This is an optimization exercise on Yosys and OpenROAD, whose aim is small area, a short achievable clock period and few clock cycles per item, not a production implementation.
RTL that was checked went through simulation tests only; none was proved equivalent to the original.

==> willow: inputs <==
// mult_controller
module mult_controller #(
    parameter integer WIDTH = 32
)
(
    input logic clk,
    input logic rst_n,
    input logic start,
    input logic signed [WIDTH - 1: 0] multiplicand,
    input logic signed [WIDTH - 1: 0] multiplier,
    output logic signed [2 * WIDTH - 1: 0] product,
    output logic done
);
Settings: LEC_CHECK=0, ABC_AREA=1, CAP_MARGIN=20, CORE_MARGIN=2, CORE_UTILIZATION=40, CTS_BUF_LIST=sky130_fd_sc_hd__clkbuf_8, SETUP_SLACK_MARGIN=1.2, SLEW_MARGIN=20, BUFFER_PORTS_ARGS=-buffer_cell sky130_fd_sc_hd__buf_1; clock period 4.5 ns.
standard.sh (not shown) runs the stock make flow with config.mk's settings and CLKGATE_MAP_FILE= SYNTH_SCRIPT=/design/flow/synth_recipe.tcl, a recipe that flattens the netlist after the stock synthesis.
==> flow/flow/run.sh <==
#!/bin/bash
# The standard layout, except that the port buffers are plain buffers
# (sky130_fd_sc_hd__buf_1, which timing repair may resize) instead of the
# delay cells buffer_ports picks by default.
set -euo pipefail
echo 'export BUFFER_PORTS_ARGS = -buffer_cell sky130_fd_sc_hd__buf_1' >> config.mk
bash standard.sh > standard.log 2>&1
==> raven (differences from willow) <==
--- a/flow/design.v
+++ b/flow/design.v
@@ -25,45 +25,45 @@
     wire [2:0] wp0 = wp[2:0];
     wire onep0 = wp0[0] ^ wp0[1];
     wire twop0 = (wp0[2] & ~wp0[1] & ~wp0[0]) | (~wp0[2] & wp0[1] & wp0[0]);
     wire [2:0] wr0 = wr[2:0];
     wire oner0 = wr0[0] ^ wr0[1];
     wire twor0 = (wr0[2] & ~wr0[1] & ~wr0[0]) | (~wr0[2] & wr0[1] & wr0[0]);
-    wire one0 = busy ? oner0 : onep0;
-    wire two0 = busy ? twor0 : twop0;
-    assign ng[0] = busy ? wr0[2] : wp0[2];
+    wire one0 = start ? onep0 : oner0;
+    wire two0 = start ? twop0 : twor0;
+    assign ng[0] = start ? wp0[2] : wr0[2];
     wire [32:0] x0 = ((am & {33{one0}}) | (a2 & {33{two0}})) ^ {33{ng[0]}};
     wire [2:0] wp1 = wp[4:2];
     wire onep1 = wp1[0] ^ wp1[1];
     wire twop1 = (wp1[2] & ~wp1[1] & ~wp1[0]) | (~wp1[2] & wp1[1] & wp1[0]);
     wire [2:0] wr1 = wr[4:2];
     wire oner1 = wr1[0] ^ wr1[1];
     wire twor1 = (wr1[2] & ~wr1[1] & ~wr1[0]) | (~wr1[2] & wr1[1] & wr1[0]);
-    wire one1 = busy ? oner1 : onep1;
-    wire two1 = busy ? twor1 : twop1;
-    assign ng[1] = busy ? wr1[2] : wp1[2];
+    wire one1 = start ? onep1 : oner1;
+    wire two1 = start ? twop1 : twor1;
+    assign ng[1] = start ? wp1[2] : wr1[2];
     wire [32:0] x1 = ((am & {33{one1}}) | (a2 & {33{two1}})) ^ {33{ng[1]}};
     wire [2:0] wp2 = wp[6:4];
     wire onep2 = wp2[0] ^ wp2[1];
     wire twop2 = (wp2[2] & ~wp2[1] & ~wp2[0]) | (~wp2[2] & wp2[1] & wp2[0]);
     wire [2:0] wr2 = wr[6:4];
     wire oner2 = wr2[0] ^ wr2[1];
     wire twor2 = (wr2[2] & ~wr2[1] & ~wr2[0]) | (~wr2[2] & wr2[1] & wr2[0]);
-    wire one2 = busy ? oner2 : onep2;
-    wire two2 = busy ? twor2 : twop2;
-    assign ng[2] = busy ? wr2[2] : wp2[2];
+    wire one2 = start ? onep2 : oner2;
+    wire two2 = start ? twop2 : twor2;
+    assign ng[2] = start ? wp2[2] : wr2[2];
     wire [32:0] x2 = ((am & {33{one2}}) | (a2 & {33{two2}})) ^ {33{ng[2]}};
     wire [2:0] wp3 = wp[8:6];
     wire onep3 = wp3[0] ^ wp3[1];
     wire twop3 = (wp3[2] & ~wp3[1] & ~wp3[0]) | (~wp3[2] & wp3[1] & wp3[0]);
     wire [2:0] wr3 = wr[8:6];
     wire oner3 = wr3[0] ^ wr3[1];
     wire twor3 = (wr3[2] & ~wr3[1] & ~wr3[0]) | (~wr3[2] & wr3[1] & wr3[0]);
-    wire one3 = busy ? oner3 : onep3;
-    wire two3 = busy ? twor3 : twop3;
-    assign ng[3] = busy ? wr3[2] : wp3[2];
+    wire one3 = start ? onep3 : oner3;
+    wire two3 = start ? twop3 : twor3;
+    assign ng[3] = start ? wp3[2] : wr3[2];
     wire [32:0] x3 = ((am & {33{one3}}) | (a2 & {33{two3}})) ^ {33{ng[3]}};
     wire s1 = ng[1] ^ x0[2];
     wire c2 = ng[1] & x0[2];
     wire s3 = x0[3] ^ x1[1];
     wire c4 = x0[3] & x1[1];
     wire s5 = ng[2] ^ x0[4] ^ x1[2];
- SETUP_SLACK_MARGIN: 1.2 -> 1.3
==> flow_summary.json <==
{
  "status": "finished clean",
  "utilization_pct": 47.38,
  "die_y_um": 181.2,
  "place_ws_ns": 0.2794,
  "comb.multi_input.count": 1050,
  "hpwlAfterDp_mm": 27.13,
  "cp_num_cells": 12,
  "fmaxAchievable_mhz": 318.4,
  "skew_ns": 0.01421,
  "synthSimpleGateAreaFrac_pct": 15.48,
  "cp.arrival_ns": 3.50,
  "finalWeightedCongestion": 0.8943,
  "clk_share_pct": 2.774,
  "min_period_ns": 3.141,
  "grt_use_total_pct": 21.89
}
Source of the figures above: raven

==> flow_summary.json <==
{
  "status": "finished clean",
  "finalWeightedCongestion": 0.8999,
  "die_y_um": 179.2,
  "grt_pass1_vias": 10090,
  "utilization_pct": 45.58,
  "comb.multi_input.count": 1047,
  "cp_num_cells": 11,
  "cp.arrival_ns": 3.54,
  "cp_cell_sequence": "buf_4 -> nand2_1 -> o21ai_2 -> buf_4 -> clkinv_1 -> buf_4 -> xor2_1 -> fa_1 -> fa_1 -> inv_1 -> ha_1",
  "hpwlAfterDp_mm": 26.71,
  "grt_use_total_pct": 22.47,
  "skew_ns": 0.02040,
  "min_period_ns": 3.201
}
Source of the figures above: willow

Testbench counts of willow, summed over its fixed seeds: cycles 8,008, items 1,600.
For raven, only the layout was checked, not whether the RTL still works.

## static timing again, ports no longer ideal
How much do the figures lean on ideal ports? The routed layouts below were timed once more, with nothing changed but the port constraints. Step 1, drivers: a clkbuf_16 drives clk and a buf_2 each remaining input, both assumed. Step 2, shift: input delay + t, output delay - t, t = (earliest + latest rising clock arrival at the registers) / 2. This alone moves slack from input paths to output paths. Slacks: ideal / step 1 / step 2; pairs: ideal / step 1.
| run | t (ns) | setup WS [ns] | pins driven straight from the clock port |
|---|---|---|---|
| willow | 0.500 | 1.299 / 1.299 / 0.862 | 1 |
| raven | 0.519 | 1.359 / 1.366 / 0.847 | 1 |
After both steps every run listed still meets setup and hold. For raven, which loses most, drivers alone change the setup slack by +0.007 ns; drivers and shift together by -0.512 ns.
